This design comes from an exercise in tuning for small area, a short achievable clock period and few clock cycles per item on the open sky130 flow, not from production work.
RTL that was checked went through simulation tests only; none was proved equivalent to the original.
Power figures rest on the tool's default switching activity, not on a simulated workload.

== build 98 ==
==> flow/design.v (excerpt) <==
module top_module#(
    parameter S_AXI_DATA_WIDTH  = 32,
    parameter S_AXI_ADDR_WIDTH  = 32,
    parameter S_AXI_MEM_DEPTH   = 8  
)(
    input                               s_axi_clk,
    input                               s_axi_resetn,
    input                               s_axi_awvalid,
    input      [S_AXI_ADDR_WIDTH-1:0]   s_axi_awaddr,
    output                              s_axi_awready,
    input                               s_axi_wvalid,
    input      [S_AXI_DATA_WIDTH-1:0]   s_axi_wdata,
    input      [S_AXI_DATA_WIDTH/8-1:0] s_axi_wstrb,
    output                              s_axi_wready,
    input                               s_axi_bready,
    output      [1:0]                   s_axi_bresp,
    output                              s_axi_bvalid,
    input                               s_axi_arvalid,
    input      [S_AXI_ADDR_WIDTH-1:0]   s_axi_araddr,
    output                              s_axi_arready,
    input                               s_axi_rready,
    output     [S_AXI_DATA_WIDTH-1:0]   s_axi_rdata,
    output      [1:0]                   s_axi_rresp,
    output                              s_axi_rvalid
    );
clock: 4.0 ns
lec_check: 0
cap_margin: 20
core_margin: 2
core_utilization: 40
setup_slack_margin: 1.8
slew_margin: 20
standard.sh (not shown) runs the stock make flow with config.mk's settings and CLKGATE_MAP_FILE= SYNTH_SCRIPT=/design/flow/synth_recipe.tcl, a recipe that flattens the netlist after the stock synthesis.
==> flow/flow/run.sh <==
#!/bin/bash
set -euo pipefail
export BUFFER_PORTS_ARGS="-buffer_cell sky130_fd_sc_hd__buf_1"
export CTS_ARGS="-sink_clustering_enable -repair_clock_nets -sink_clustering_size 20 -sink_clustering_max_diameter 60 -buf_list sky130_fd_sc_hd__clkbuf_8 -dont_use_dummy_load"
bash standard.sh > standard.log 2>&1
Build 98 | status: complete | timing, DRC, antenna: pass
> inputs changed (build 98 -> build 63)
- a deleted SETUP_SLACK_MARGIN that had been 1.8
==> flow/run.sh (new file) <==
#!/bin/bash
# synth_recipe.tcl (not shown) runs the flow's synth.tcl, then flattens the netlist and writes it again
# the make line also repeats each setting of config.mk as NAME=value (left out here)
make -C /OpenROAD-flow-scripts/flow DESIGN_CONFIG=/design/flow/config.mk WORK_HOME=/design/flow/orfs CLKGATE_MAP_FILE= SYNTH_SCRIPT=/design/flow/synth_recipe.tcl finish
removed: flow/flow/run.sh
removed: flow/standard.sh
Notes after the runs:
- Taking build 98 as the reference, in build 63 global-route wire length before repair went up; standby leakage power went up; power went up; cell area went up.
Changes in build 50 relative to build 63:
- an added CTS_BUF_LIST of sky130_fd_sc_hd__clkbuf_4
### Flow results
- When build 50 is set beside build 63, its portion of total power attributed to combinational logic turns out to be 0.7 points larger.
- Build 50 vs. build 63: number of global-route vias before repair saw an increase; detailed-routing wirelength on met1 went up.
- Relative to build 63, the final cell area reported for build 50 is lower.
- Power per unit of standard cell area: higher on build 63
- Build 63 → build 50: total number of vias increased by 3.7% relative to the old numbers, wire length increased by about 1% relative to the old numbers, worst-margin pin slew decreased by 20 ps relative to the old numbers.
--- input diff build 50..build 66 ---
- CTS_BUF_LIST removed (was sky130_fd_sc_hd__clkbuf_4)
- SETUP_SLACK_MARGIN newly set to 2.2
==> flow/flow/run.sh (new file) <==
#!/bin/bash
set -euo pipefail
export BUFFER_PORTS_ARGS="-buffer_cell sky130_fd_sc_hd__buf_1"
export CTS_ARGS="-sink_clustering_enable -repair_clock_nets -sink_clustering_size 20 -sink_clustering_max_diameter 60 -buf_list sky130_fd_sc_hd__clkbuf_8 -dont_use_dummy_load"
bash standard.sh > standard.log 2>&1
==> flow/standard.sh (new file) <==
#!/bin/bash
# synth_recipe.tcl (not shown) runs the flow's synth.tcl, then flattens the netlist and writes it again
# the make line also repeats each setting of config.mk as NAME=value (left out here)
make -C /OpenROAD-flow-scripts/flow DESIGN_CONFIG=/design/flow/config.mk WORK_HOME=/design/flow/orfs CLKGATE_MAP_FILE= SYNTH_SCRIPT=/design/flow/synth_recipe.tcl "${@:-finish}"
removed: flow/run.sh
Build 66 vs build 50 — number of global-route vias before repair dropped 263.
On build 66: wire length of the first global-routing pass is about 8% higher than what build 50 gave.
Build 66: number of clock buffers in the layout lower than build 50
Going from build 50 to build 66, worst setup slack increased by 830 ps relative to the old numbers, net total in the final layout down 14, cell area after placement decreased by 2.9% relative to the old numbers.
--- input diff build 66..build 13 ---
- SETUP_SLACK_MARGIN now 1.8, was 2.2
==> flow/run.sh (new file) <==
#!/bin/bash
# synth_recipe.tcl (not shown) runs the flow's synth.tcl, then flattens the netlist and writes it again
# the make line also repeats each setting of config.mk as NAME=value (left out here)
make -C /OpenROAD-flow-scripts/flow DESIGN_CONFIG=/design/flow/config.mk WORK_HOME=/design/flow/orfs CLKGATE_MAP_FILE= SYNTH_SCRIPT=/design/flow/synth_recipe.tcl finish
removed: flow/flow/run.sh
removed: flow/standard.sh
## What came out
Compared with build 66, build 13 instantiates a larger number of standard cells.
Per the comparison of build 13 with build 66, worst hold slack across all endpoints shows an increase of 65 ps; met1 usage decreased by 2.0 points relative to the old numbers.
The top layer used by detailed routing comes out met5 in one run and met4 in the other, namely in build 13 and build 66 respectively.
Sort build 66 and build 13 by area of the multi-input gates, descending, and build 66 comes first.
Taking build 66 as the reference point, the total wire length after detailed routing of build 13 falls by 3.7 mm.
### build 13 -> build 38
- SETUP_SLACK_MARGIN now 2.0, was 1.8
==> flow/flow/run.sh (new file) <==
#!/bin/bash
set -euo pipefail
export BUFFER_PORTS_ARGS="-buffer_cell sky130_fd_sc_hd__buf_1"
export CTS_ARGS="-sink_clustering_enable -repair_clock_nets -sink_clustering_size 20 -sink_clustering_max_diameter 60 -buf_list sky130_fd_sc_hd__clkbuf_8 -dont_use_dummy_load"
bash standard.sh > standard.log 2>&1
==> flow/standard.sh (new file) <==
#!/bin/bash
# synth_recipe.tcl (not shown) runs the flow's synth.tcl, then flattens the netlist and writes it again
# the make line also repeats each setting of config.mk as NAME=value (left out here)
make -C /OpenROAD-flow-scripts/flow DESIGN_CONFIG=/design/flow/config.mk WORK_HOME=/design/flow/orfs CLKGATE_MAP_FILE= SYNTH_SCRIPT=/design/flow/synth_recipe.tcl "${@:-finish}"
removed: flow/run.sh
### Flow results
Taking build 13 as the reference point, the logic gate share of total power of build 38 rises by 1.6 points.
Summary of build 38 over build 13: cell count dropped 14; number of antenna violations at the first check in global routing barely changed.
In build 38 the layout-stage area growth over the synthesis result turned out 11 points lower than in build 13.
Looking at build 38 and build 13, the area of all sequential standard cells is a wash.
Area of the multi-input gates: higher on build 38
Looking at first-iteration DRC count, build 38 sits 94 lower than build 13 does.
No functional check of the RTL was part of any run of this note.

top_module again, from the RTL that the note above started with.
clock: 4.0 ns
lec_check: 0
cap_margin: 20
core_margin: 2
core_utilization: 60
setup_slack_margin: 1.8
slew_margin: 20
==> flow/flow/run.sh <==
#!/bin/bash
set -euo pipefail
export BUFFER_PORTS_ARGS="-buffer_cell sky130_fd_sc_hd__buf_1"
export CTS_ARGS="-sink_clustering_enable -repair_clock_nets -sink_clustering_size 20 -sink_clustering_max_diameter 60 -buf_list sky130_fd_sc_hd__clkbuf_8 -dont_use_dummy_load"
bash standard.sh > standard.log 2>&1
The starting point went through all stages and came out clean.
==> next run, changes <==
==> flow/flow/run.sh (replaced) <==
#!/bin/bash
set -euo pipefail
export BUFFER_PORTS_ARGS="-buffer_cell sky130_fd_sc_hd__buf_1"
bash standard.sh > standard.log 2>&1
CORE_UTILIZATION = 40   (was 60)
SETUP_SLACK_MARGIN = default   (was 1.8)
The changed run completed with no timing, DRC or antenna violations.
Sequential power is about the same.
Total power goes up by about 24%.
Area after synthesis stays the same.
Fmax fell by about 12%.
Critical path depth stays the same.
Routed wire length went up by 3.5%.
Setup slack degrades by 0.30 ns.
Core utilization fell by 21 points.
Via count falls by about 1.5%.
Global-route usage decreases by 7.6 points.
Clock-buffer cell count went up by 18.
No functional check of the RTL was part of any run of this note.

top_module, a different RTL version from the one above (not shown whole).
Size in the first run: roughly 560 cells after synthesis, about 150 I/O pins.
// top_module
module top_module#(
    parameter S_AXI_DATA_WIDTH  = 32,
    parameter S_AXI_ADDR_WIDTH  = 32,
    parameter S_AXI_MEM_DEPTH   = 8  
)(
    input                               s_axi_clk,
    input                               s_axi_resetn,
    input                               s_axi_awvalid,
    input      [S_AXI_ADDR_WIDTH-1:0]   s_axi_awaddr,
    output                              s_axi_awready,
    input                               s_axi_wvalid,
    input      [S_AXI_DATA_WIDTH-1:0]   s_axi_wdata,
    input      [S_AXI_DATA_WIDTH/8-1:0] s_axi_wstrb,
    output                              s_axi_wready,
    input                               s_axi_bready,
    output      [1:0]                   s_axi_bresp,
    output                              s_axi_bvalid,
    input                               s_axi_arvalid,
    input      [S_AXI_ADDR_WIDTH-1:0]   s_axi_araddr,
    output                              s_axi_arready,
    input                               s_axi_rready,
    output     [S_AXI_DATA_WIDTH-1:0]   s_axi_rdata,
    output      [1:0]                   s_axi_rresp,
    output                              s_axi_rvalid
    );
Settings: LEC_CHECK=0, CAP_MARGIN=20, CORE_MARGIN=2, CORE_UTILIZATION=40, SETUP_SLACK_MARGIN=1.8, SLEW_MARGIN=20; clock period 4.0 ns.
==> flow/flow/run.sh <==
#!/bin/bash
# Standard ORFS flow with three changes: synthesis maps logic with an
# area-oriented ABC script (flow/abc.script; everything else in synthesis is
# the standard synth_recipe.tcl), the port buffers are buf_1 cells, and the
# clock tree uses clkbuf_8 cells on sink clusters without dummy loads.
set -euo pipefail
HERE=$(pwd)
rm -rf "$HERE/abc_scripts"
cp -r "$FLOW_HOME/scripts" "$HERE/abc_scripts"
cp "$HERE/flow/abc.script" "$HERE/abc_scripts/abc_speed.script"
SCRIPTS_DIR="$HERE/abc_scripts" bash standard.sh synth > synth.log 2>&1
export BUFFER_PORTS_ARGS="-buffer_cell sky130_fd_sc_hd__buf_1"
export CTS_ARGS="-sink_clustering_enable -repair_clock_nets -sink_clustering_size 16 -sink_clustering_max_diameter 50 -buf_list sky130_fd_sc_hd__clkbuf_8 -dont_use_dummy_load"
bash standard.sh > layout.log 2>&1
==> flow/flow/abc.script <==
strash
&get -n
&fraig -x
&put
scorr
dc2
dretime
strash
&get -n
&dch -f
&nf -R 1000 -p
&put
strash
dch -f
amap
topo
stime -c
The starting point ran to the end with no violations.
Testbench counts at the start, summed over its fixed seeds: cycles 16,950, ops 24,000.
==> next run, changes <==
==> flow/flow/run.sh (replaced) <==
#!/bin/bash
# Standard ORFS flow with two changes: the port buffers are buf_1 cells, and
# the clock tree uses clkbuf_8 cells on sink clusters without dummy loads.
set -euo pipefail
export BUFFER_PORTS_ARGS="-buffer_cell sky130_fd_sc_hd__buf_1"
export CTS_ARGS="-sink_clustering_enable -repair_clock_nets -sink_clustering_size 16 -sink_clustering_max_diameter 50 -buf_list sky130_fd_sc_hd__clkbuf_8 -dont_use_dummy_load"
bash standard.sh > standard.log 2>&1
- ABC_CLOCK_PERIOD_IN_PS: not set -> 1500
removed: flow/flow/abc.script
After rerunning: The new run went through all stages and came out clean. First-iteration DRC count is lower by 22%. Via count is higher by 11%. Die area is higher by 12%. Global-route usage is lower by 1.8 points. Power is higher by 3.9%. Sequential share of layout area is lower by 3.5 points. Setup slack is better by 0.43 ns. Wire length is lower by 0.31%. Clock-buffer cell count is higher by 4.
==> next run, changes <==
==> flow/flow/run.sh (replaced) <==
#!/bin/bash
# Standard ORFS flow with three changes: synthesis maps logic with an
# area-oriented ABC script (flow/abc.script; everything else in synthesis is
# the standard synth_recipe.tcl), the port buffers are buf_1 cells, and the
# clock tree uses clkbuf_8 cells on sink clusters without dummy loads.
set -euo pipefail
HERE=$(pwd)
rm -rf "$HERE/abc_scripts"
cp -r "$FLOW_HOME/scripts" "$HERE/abc_scripts"
cp "$HERE/flow/abc.script" "$HERE/abc_scripts/abc_speed.script"
SCRIPTS_DIR="$HERE/abc_scripts" bash standard.sh synth > synth.log 2>&1
export BUFFER_PORTS_ARGS="-buffer_cell sky130_fd_sc_hd__buf_1"
export CTS_ARGS="-sink_clustering_enable -repair_clock_nets -sink_clustering_size 16 -sink_clustering_max_diameter 50 -buf_list sky130_fd_sc_hd__clkbuf_8 -dont_use_dummy_load"
bash standard.sh > layout.log 2>&1
==> flow/flow/abc.script (new file) <==
strash
dch
amap
topo
stime -c
- ABC_CLOCK_PERIOD_IN_PS: 1500 -> not set
After rerunning:
- final cell count came out lower by 9.0%
- design area came out lower by about 1.4%
- first-iteration DRC count came out lower by 12%
- die area came out lower by about 8%

top_module with an RTL version that a note above also has.
Size in the first run: about 800 cells after synthesis, about 290 flip-flops, ~150 I/O pins, about 0.012 mm² of cells after synthesis.
Settings: LEC_CHECK=0, CAP_MARGIN=0, CORE_MARGIN=2, CORE_UTILIZATION=40, SETUP_SLACK_MARGIN=1.8, SLEW_MARGIN=0; clock period 4.0 ns.
==> flow/flow/run.sh <==
#!/bin/bash
set -euo pipefail
export BUFFER_PORTS_ARGS="-buffer_cell sky130_fd_sc_hd__buf_1"

bash standard.sh > standard.log 2>&1
Then changed:
==> flow/flow/run.sh (replaced) <==
#!/bin/bash
set -euo pipefail
export BUFFER_PORTS_ARGS="-buffer_cell sky130_fd_sc_hd__buf_1"
export CTS_ARGS="-sink_clustering_enable -repair_clock_nets -sink_clustering_size 20 -sink_clustering_max_diameter 60 -buf_list sky130_fd_sc_hd__clkbuf_8 -dont_use_dummy_load"
bash standard.sh > standard.log 2>&1
Settings changed: ABC_AREA set to 1, CAP_MARGIN 0 to 20, SLEW_MARGIN 0 to 20.
After rerunning: The new run produced a clean layout. Area after synthesis is higher by 5.6%. Flip-flop and latch count is unchanged. Routed wire length is higher by 6.9%.
No run of this note included a check of the RTL's function; only the layout flow was run.

top_module with an RTL version that a note above also has.
Size in the first run: roughly 580 cells after synthesis, about 150 I/O pins, ~0.011 sq mm of cells after synthesis.
Design top_module, start of the top module:
module top_module#(
    parameter S_AXI_DATA_WIDTH  = 32,
    parameter S_AXI_ADDR_WIDTH  = 32,
    parameter S_AXI_MEM_DEPTH   = 8  
)(
    input                               s_axi_clk,
    input                               s_axi_resetn,
    input                               s_axi_awvalid,
    input      [S_AXI_ADDR_WIDTH-1:0]   s_axi_awaddr,
    output                              s_axi_awready,
    input                               s_axi_wvalid,
    input      [S_AXI_DATA_WIDTH-1:0]   s_axi_wdata,
    input      [S_AXI_DATA_WIDTH/8-1:0] s_axi_wstrb,
    output                              s_axi_wready,
    input                               s_axi_bready,
    output      [1:0]                   s_axi_bresp,
    output                              s_axi_bvalid,
    input                               s_axi_arvalid,
    input      [S_AXI_ADDR_WIDTH-1:0]   s_axi_araddr,
    output                              s_axi_arready,
    input                               s_axi_rready,
    output     [S_AXI_DATA_WIDTH-1:0]   s_axi_rdata,
    output      [1:0]                   s_axi_rresp,
    output                              s_axi_rvalid
    );
export LEC_CHECK = 0
export CAP_MARGIN = 20
export CORE_MARGIN = 2
export CORE_UTILIZATION = 40
export SETUP_SLACK_MARGIN = 1.8
export SLEW_MARGIN = 20
create_clock -name core_clock -period 4.0 [get_ports {s_axi_clk}]
==> flow/flow/run.sh <==
#!/bin/bash
# Standard ORFS flow with three changes: synthesis maps logic with an
# area-oriented ABC script (flow/abc.script; everything else in synthesis is
# the standard synth_recipe.tcl), the port buffers are buf_1 cells, and the
# clock tree uses clkbuf_8 cells on sink clusters without dummy loads.
set -euo pipefail
HERE=$(pwd)
rm -rf "$HERE/abc_scripts"
cp -r "$FLOW_HOME/scripts" "$HERE/abc_scripts"
cp "$HERE/flow/abc.script" "$HERE/abc_scripts/abc_speed.script"
SCRIPTS_DIR="$HERE/abc_scripts" bash standard.sh synth > synth.log 2>&1
export BUFFER_PORTS_ARGS="-buffer_cell sky130_fd_sc_hd__buf_1"
export CTS_ARGS="-sink_clustering_enable -repair_clock_nets -sink_clustering_size 16 -sink_clustering_max_diameter 50 -buf_list sky130_fd_sc_hd__clkbuf_8 -dont_use_dummy_load"
bash standard.sh > layout.log 2>&1
==> flow/flow/abc.script <==
strash
dch -f
amap -F 4 -A 4
topo
stime -c
The baseline ran to the end with no violations.
Testbench counts at the start, summed over its fixed seeds: cycles 16,950, ops 24,000.
Then changed:
==> flow/flow/run.sh (replaced) <==
#!/bin/bash
# Standard ORFS flow with two changes: the port buffers are buf_1 cells, and
# the clock tree uses clkbuf_8 cells on sink clusters without dummy loads.
set -euo pipefail
export BUFFER_PORTS_ARGS="-buffer_cell sky130_fd_sc_hd__buf_1"
export CTS_ARGS="-sink_clustering_enable -repair_clock_nets -sink_clustering_size 16 -sink_clustering_max_diameter 50 -buf_list sky130_fd_sc_hd__clkbuf_8 -dont_use_dummy_load"
bash standard.sh > standard.log 2>&1
removed: flow/flow/abc.script
After rerunning:
- cell area rose by 2.5%
- die area went up by 11%
- power rose by 2.8%
- worst hold slack loses 0.12 ns
Then changed:
Settings changed: ABC_CLOCK_PERIOD_IN_PS from default to 10000.
Effect: Core utilization is unchanged; worst setup slack is unchanged; worst hold slack is unchanged; cell area is unchanged; cell count stays the same; area after synthesis is unchanged; count of clock-buffer cells in the layout stays the same; total power does not change; routed wire length stays the same; die area is unchanged; critical path depth stays the same.

re-timing with driven ports:
In the flow no input, the clock included, has a driving cell. The finished layouts below were timed again as built, in two steps.
Step 1 (the two cells are an assumption about what drives the block):
set clk [get_ports {s_axi_clk}]
set_driving_cell -lib_cell sky130_fd_sc_hd__clkbuf_16 $clk
set_driving_cell -lib_cell sky130_fd_sc_hd__buf_2 [delete_from_list [all_inputs] $clk]
Step 2 times the ports against the registers' clock, not the clock port: input delays grow and output delays shrink by t, the midpoint of the rising clock arrivals with the driver on.
Three values: ideal, step 1, step 2; two values: the first two.
run	t, ns	setup slack, ns	worst setup path after step 2	slew at the worst register clock pin (ns)
build 98	0.573	1.864 / 1.845 / 1.311	input to register	0.12 / 0.12
build 63	0.587	1.119 / 1.096 / 0.737	input to register	0.07 / 0.07
build 50	0.679	1.117 / 1.095 / 0.725	input to register	0.07 / 0.07
build 66	0.603	1.945 / 1.913 / 1.365	input to register	0.12 / 0.12
build 13	0.598	1.782 / 1.807 / 1.209	input to register	0.06 / 0.06
build 38	0.595	1.911 / 1.911 / 1.340	input to register	0.12 / 0.12
the first run of note 2	0.568	1.846 / 1.839 / 1.301	input to register	0.12 / 0.12
the second run of note 2	0.587	1.548 / 1.573 / 0.987	input to register	0.06 / 0.06
the first run of note 3	0.582	1.406 / 1.429 / 0.848	input to register	0.09 / 0.09
the second run of note 3	0.609	1.833 / 1.826 / 1.229	input to register	0.10 / 0.10
the third run of note 3	0.599	1.475 / 1.496 / 0.897	input to register	0.10 / 0.10
the first run of note 4	0.586	1.864 / 1.844 / 1.315	input to register	0.07 / 0.07
the second run of note 4	0.567	1.834 / 1.814 / 1.332	input to register	0.12 / 0.12
the first run of note 5	0.585	1.480 / 1.489 / 0.904	input to register	0.10 / 0.10
the second run of note 5	0.609	1.833 / 1.826 / 1.229	input to register	0.10 / 0.10
the third run of note 5	0.609	1.833 / 1.826 / 1.229	input to register	0.10 / 0.10
After both steps setup and hold are still met in every run listed.
